From an optimization exercise on the open Yosys and OpenROAD flow, aimed at small area and a short achievable clock period; shortcuts taken in it are not production practice.
Function was checked by simulation only, so behaviour that the tests miss may differ from the original.
Power is estimated from default activity; no workload was simulated.

## job 2763
## ALU
module ALU(
    input  [13:0] instruction,
    input  wire [19:0] A, B,
    input  cin, clk, rst,
    output reg [19:0] result,
    output wire [19:0] SX_flags,
    output wire reset,
    output reg carry_out,
    output wire halfword,
    output reg inc
);
assign halfword = 1'b0;
assign reset    = 1'b0;
reg sx0, sx1, sx12;
assign SX_flags = {7'b0, sx12, 10'b0, sx1, sx0};
wire [13:0] I = instruction;
reg keep, e_sum, e_p, e_g, e_sh, e_ls;
always @* begin
    keep = 1'b0; e_sum = 1'b0; e_p = 1'b0; e_g = 1'b0; e_sh = 1'b0; e_ls = 1'b0;
    case (I)
    14'h000, 14'h015, 14'h029, 14'h03E, 14'h053, 14'h068,
    14'h1E2, 14'h1F7, 14'h20C, 14'h221, 14'h236,
    14'h24B, 14'h260, 14'h275, 14'h28A, 14'h29F, 14'h2B4,
    14'h2C9, 14'h2DE: keep = 1'b1;
    14'h092: begin keep = ~sx12; e_p = sx12; end            
    14'h07D: e_ls = 1'b1;                                    
    14'h0A7, 14'h0E6, 14'h1A3: e_p = 1'b1;                   
    14'h0D1: begin e_p = 1'b1; e_g = 1'b1; end               
    14'h0BC: e_g = 1'b1;                                     
    14'h0FB, 14'h110, 14'h125, 14'h13A: e_sh = 1'b1;         
    14'h164, 14'h179, 14'h18E, 14'h1B8, 14'h1CD: e_sum = 1'b1;
    default: ;
    endcase
end
wire d_trap = (I == 14'h000);
wire d_jmp  = (I == 14'h029);
wire d_eq   = (I == 14'h1E2);
wire d_gt   = (I == 14'h1F7);
wire d_lt   = (I == 14'h20C);
wire d_get  = (I == 14'h221);
wire d_let  = (I == 14'h236);
wire d_cy   = (I == 14'h1A3) | (I == 14'h1CD);    
wire useB = (~I[0] & I[1] & I[2]) | (~I[1] & ~I[8]) | (I[7] & I[8]);
  ...
export LEC_CHECK = 0
export CAP_MARGIN = 20
export CORE_MARGIN = 2
export CORE_UTILIZATION = 40
export GPL_TIMING_DRIVEN = 0
export SETUP_SLACK_MARGIN = 1.5
export SLEW_MARGIN = 20
create_clock -name core_clock -period 6.0 [get_ports {clk}]
standard.sh (not shown) runs the stock make flow with config.mk's settings and CLKGATE_MAP_FILE= SYNTH_SCRIPT=/design/flow/synth_recipe.tcl, a recipe that flattens the netlist after the stock synthesis.
==> flow/flow/run.sh <==
#!/bin/bash
# Layout: the standard flow (standard.sh) with
#  - its own synthesis script (flow/my_synth.tcl: same as synth_recipe.tcl, but
#    ABC maps with flow/abc.script, a delay-targeted mapping, and no full/half
#    adder cells are extracted), and
#  - small port buffers (buf_1) instead of the default delay-cell buffers;
#    every input and output port still gets its own buffer.
set -uo pipefail
HERE=$(pwd)
bash standard.sh SYNTH_SCRIPT=$HERE/flow/my_synth.tcl ADDER_MAP_FILE= \
  "BUFFER_PORTS_ARGS=-buffer_cell sky130_fd_sc_hd__buf_1" finish > flow_standard.log 2>&1
==> flow/flow/abc.script <==
strash
dch -f
map -D 1000
topo
buffer -c
upsize -D 1000
dnsize -D 1000
==> flow/flow/my_synth.tcl <==
# The standard flow's synthesis script (synth_recipe.tcl), except that ABC maps with
# abc.script beside this file (delay-targeted mapping) instead of ORFS's
# speed script. Registers are mapped exactly as in the standard synthesis.
set ::my_flow_dir [file dirname [file normalize [info script]]]
proc synth {args} { yosys synth -nofsm -noshare {*}$args }
proc abc {args} {
  set out {}
  set skip 0
  foreach a $args {
    if {$skip} { set skip 0; continue }
    if {$a eq "-script" || $a eq "-D"} { set skip 1; continue }
    lappend out $a
  }
  lappend out -script [file join $::my_flow_dir abc.script]
  puts "abc with [file join $::my_flow_dir abc.script]"
  yosys abc {*}$out
}
source $::env(SCRIPTS_DIR)/synth.tcl
# left out here: clear keep_hierarchy, flatten, clean up, hide names made inside functions, write 1_2_yosys.v
Job 2763: full flow OK, the timing, design-rule and antenna checks passed
Setup changes, job 2763 to job 5294
- an added TNS_END_PERCENT of 20
- a deleted GPL_TIMING_DRIVEN that had been 0
- a change of SETUP_SLACK_MARGIN from 1.5 to 2.4
==> flow/flow/run.sh <==
#!/bin/bash
# Layout: the standard flow (standard.sh) with
#  - its own synthesis script (flow/my_synth.tcl: same as synth_recipe.tcl, but
#    ABC maps with flow/abc.script, a delay-targeted mapping, and no full/half
#    adder cells are extracted),
#  - small port buffers (buf_1) instead of the default delay-cell buffers,
#    resized after global placement for the load each input port drives
#    (flow/post_gpl.tcl); every input and output port keeps its own buffer,
#  - one tie cell for the constant outputs.
set -uo pipefail
HERE=$(pwd)
bash standard.sh SYNTH_SCRIPT=$HERE/flow/my_synth.tcl ADDER_MAP_FILE= \
  "BUFFER_PORTS_ARGS=-buffer_cell sky130_fd_sc_hd__buf_1" \
  POST_GLOBAL_PLACE_TCL=$HERE/flow/post_gpl.tcl \
  SKIP_REPAIR_TIE_FANOUT=1 finish > flow_standard.log 2>&1
==> flow/flow/abc.script <==
strash
dch -f
map -D 1500
topo
buffer -c
upsize -D 1500
dnsize -D 1500
==> flow/flow/post_gpl.tcl (new file) <==
# Size each input port's buffer for the load it drives (buffer_ports puts the
# same small buffer on every port). Every port keeps exactly one buffer.
foreach inst [get_cells input*] {
  set master [get_property $inst ref_name]
  if {![string match "sky130_fd_sc_hd__buf_*" $master]} continue
  set net [get_nets -of_objects [get_pins [get_full_name $inst]/X]]
  set fo [llength [get_pins -of_objects $net -filter "direction == input"]]
  if {$fo >= 10} {
    set cell sky130_fd_sc_hd__buf_4
  } elseif {$fo >= 5} {
    set cell sky130_fd_sc_hd__buf_2
  } else {
    continue
  }
  puts "port buffer [get_full_name $inst]: fanout $fo, $master -> $cell"
  replace_cell [get_full_name $inst] $cell
}
==> comparison <==
Where post-DP HPWL is concerned, job 2763 is outperformed by job 5294.
Going from job 2763 to job 5294, post-route fraction of the period consumed by the critical path shrinks by 11 points.
Number of signal-net buffers in the layout was lower in the run labelled job 5294.
Maximum ir drop on the vdd rail | job 5294 below job 2763
Changes in job 5581 relative to job 5294:
==> flow/flow/run.sh <==
#!/bin/bash
# Layout: the standard flow (standard.sh) with
#  - its own synthesis script (flow/my_synth.tcl: same as synth_recipe.tcl, but
#    ABC maps with flow/abc.script, a delay-targeted mapping, and no full/half
#    adder cells are extracted), and
#  - small port buffers (buf_1) instead of the default delay-cell buffers;
#    every input and output port still gets its own buffer.
set -uo pipefail
HERE=$(pwd)
bash standard.sh SYNTH_SCRIPT=$HERE/flow/my_synth.tcl ADDER_MAP_FILE= \
  "BUFFER_PORTS_ARGS=-buffer_cell sky130_fd_sc_hd__buf_1" finish > flow_standard.log 2>&1
==> flow/flow/abc.script <==
strash
dch -f
map -D 1000
topo
buffer -c
upsize -D 1000
dnsize -D 1000
removed: flow/flow/post_gpl.tcl
Findings:
In terms of total power, job 5294 and job 5581 differ only marginally. Wire: job 5581 routes more than job 5294. Density: job 5581 sparser than job 5294. The maximum clock frequency of job 5581 is lower than that of job 5294.
Setup changes, job 5581 to job 5645
==> flow/flow/run.sh <==
#!/bin/bash
# Layout: the standard flow (standard.sh) with
#  - its own synthesis script (flow/my_synth.tcl: same as synth_recipe.tcl, but
#    ABC maps with flow/abc.script, a delay-targeted mapping, and no full/half
#    adder cells are extracted),
#  - small port buffers (buf_1) instead of the default delay-cell buffers,
#    resized after global placement for the load each input port drives
#    (flow/post_gpl.tcl); every input and output port keeps its own buffer,
#  - one tie cell for the constant outputs.
set -uo pipefail
HERE=$(pwd)
bash standard.sh SYNTH_SCRIPT=$HERE/flow/my_synth.tcl ADDER_MAP_FILE= \
  "BUFFER_PORTS_ARGS=-buffer_cell sky130_fd_sc_hd__buf_1" \
  POST_GLOBAL_PLACE_TCL=$HERE/flow/post_gpl.tcl \
  SKIP_REPAIR_TIE_FANOUT=1 finish > flow_standard.log 2>&1
==> flow/flow/abc.script <==
strash
dch -f
map -D 1500 -B 0.5
topo
buffer -c
upsize -D 1500
dnsize -D 1500
==> flow/flow/post_gpl.tcl (new file) <==
# Size each input port's buffer for the load it drives (buffer_ports puts the
# same small buffer on every port). Every port keeps exactly one buffer.
foreach inst [get_cells input*] {
  set master [get_property $inst ref_name]
  if {![string match "sky130_fd_sc_hd__buf_*" $master]} continue
  set net [get_nets -of_objects [get_pins [get_full_name $inst]/X]]
  set fo [llength [get_pins -of_objects $net -filter "direction == input"]]
  if {$fo >= 10} {
    set cell sky130_fd_sc_hd__buf_4
  } elseif {$fo >= 5} {
    set cell sky130_fd_sc_hd__buf_2
  } else {
    continue
  }
  puts "port buffer [get_full_name $inst]: fanout $fo, $master -> $cell"
  replace_cell [get_full_name $inst] $cell
}
### Flow results
Max part of the cycle the worst path needs across job 5645 and job 5581: job 5581. In job 5645, post-cts gate resize count is lower than in job 5581. Final instance area | job 5645 below job 5581. The busiest layer in global routing comes out met2 in one run and met1 in the other, namely in job 5645 and job 5581 respectively. Measured against each other, job 5645 and job 5581 differ in clock-buffer cell count, the lower figure coming from job 5581. Area taken by multi-input logic gates (lower): job 5645. Diff job 5581 -> job 5645: overall track demand over capacity in global routing -2.6 points, fmax +0.0018 GHz, number of global-route vias before repair -137.
Edits applied to the flow inputs when going from job 5645 to job 2875:
- a change of SETUP_SLACK_MARGIN from 2.4 to 2.2
==> flow/flow/run.sh <==
#!/bin/bash
# Layout: the standard flow (standard.sh) with
#  - its own synthesis script (flow/my_synth.tcl: same as synth_recipe.tcl, but
#    ABC maps with flow/abc.script, a delay-targeted mapping, and no full/half
#    adder cells are extracted), and
#  - small port buffers (buf_1) instead of the default delay-cell buffers;
#    every input and output port still gets its own buffer.
set -uo pipefail
HERE=$(pwd)
bash standard.sh SYNTH_SCRIPT=$HERE/flow/my_synth.tcl ADDER_MAP_FILE= \
  "BUFFER_PORTS_ARGS=-buffer_cell sky130_fd_sc_hd__buf_1" finish > flow_standard.log 2>&1
==> flow/flow/abc.script <==
strash
dch -f
map -D 1000
topo
buffer -c
upsize -D 1000
dnsize -D 1000
removed: flow/flow/post_gpl.tcl
- In job 2875, the static power due to leakage came out 7.9% below the value in job 5645.
- When job 2875 is measured against job 5645, its total power of the final layout turns out about 0.54% higher.
- First-pass iteration count of the detailed router ends up higher on job 2875.
- Looking at critical path depth, job 2875 sits 2 lower than job 5645 does.
Modified inputs, job 5121 compared to job 2875
- a change of CORE_UTILIZATION from 40 to 50
- a change of SETUP_SLACK_MARGIN from 2.2 to 2.4
diff --git a/flow/flow/run.sh b/flow/flow/run.sh
--- a/flow/flow/run.sh
+++ b/flow/flow/run.sh
@@ -10,2 +10,2 @@
 bash standard.sh SYNTH_SCRIPT=$HERE/flow/my_synth.tcl ADDER_MAP_FILE= \
-  "BUFFER_PORTS_ARGS=-buffer_cell sky130_fd_sc_hd__buf_1" finish > flow_standard.log 2>&1
+  "BUFFER_PORTS_ARGS=-buffer_cell sky130_fd_sc_hd__buf_1" SKIP_REPAIR_TIE_FANOUT=1 finish > flow_standard.log 2>&1
Notes after the runs:
- Per the comparison of job 5121 with job 2875, met3 track demand over resource in global routing went down, final standard cell area without fillers went up, via count went up, fraction of area in clock buffers and inverters went down, clock network fraction of design power went down.
- Job 5121 vs job 2875 — post-layout utilization of the core rose 14 points.
- In job 5121, the non-filler instance count after layout came out 28 below the value in job 2875.
- Total power was higher in job 5121 than in job 2875.

-- port drivers added, routing unchanged --
How much do the figures lean on ideal ports? The routed layouts below were timed once more, with nothing changed but the port constraints. Step 1, drivers: a clkbuf_16 drives clk and a buf_2 each remaining input, both assumed. Step 2 also shifts input and output timing later by t, the mid clock arrival at the registers, as if the neighbouring blocks saw the same clock. a / b / c = no drivers / after step 1 / after step 2; a / b = the first two.
run	shift t [ns]	setup slack, ns	worst register clock-pin slew, ns	pins driven straight from the clock port
job 2763	0.314	1.868 / 1.873 / 1.560	0.08 / 0.08	1
job 5294	0.308	2.526 / 2.521 / 2.213	0.08 / 0.08	1
job 5581	0.301	2.481 / 2.487 / 2.186	0.08 / 0.08	1
job 5645	0.297	2.503 / 2.516 / 2.218	0.08 / 0.08	1
job 2875	0.300	2.330 / 2.335 / 2.034	0.08 / 0.08	1
job 5121	0.309	2.365 / 2.369 / 2.059	0.10 / 0.10	1
After both steps setup and hold are still met in every run listed. For job 5294, which loses most, drivers alone change the setup slack by -0.005 ns; drivers and shift together by -0.313 ns.
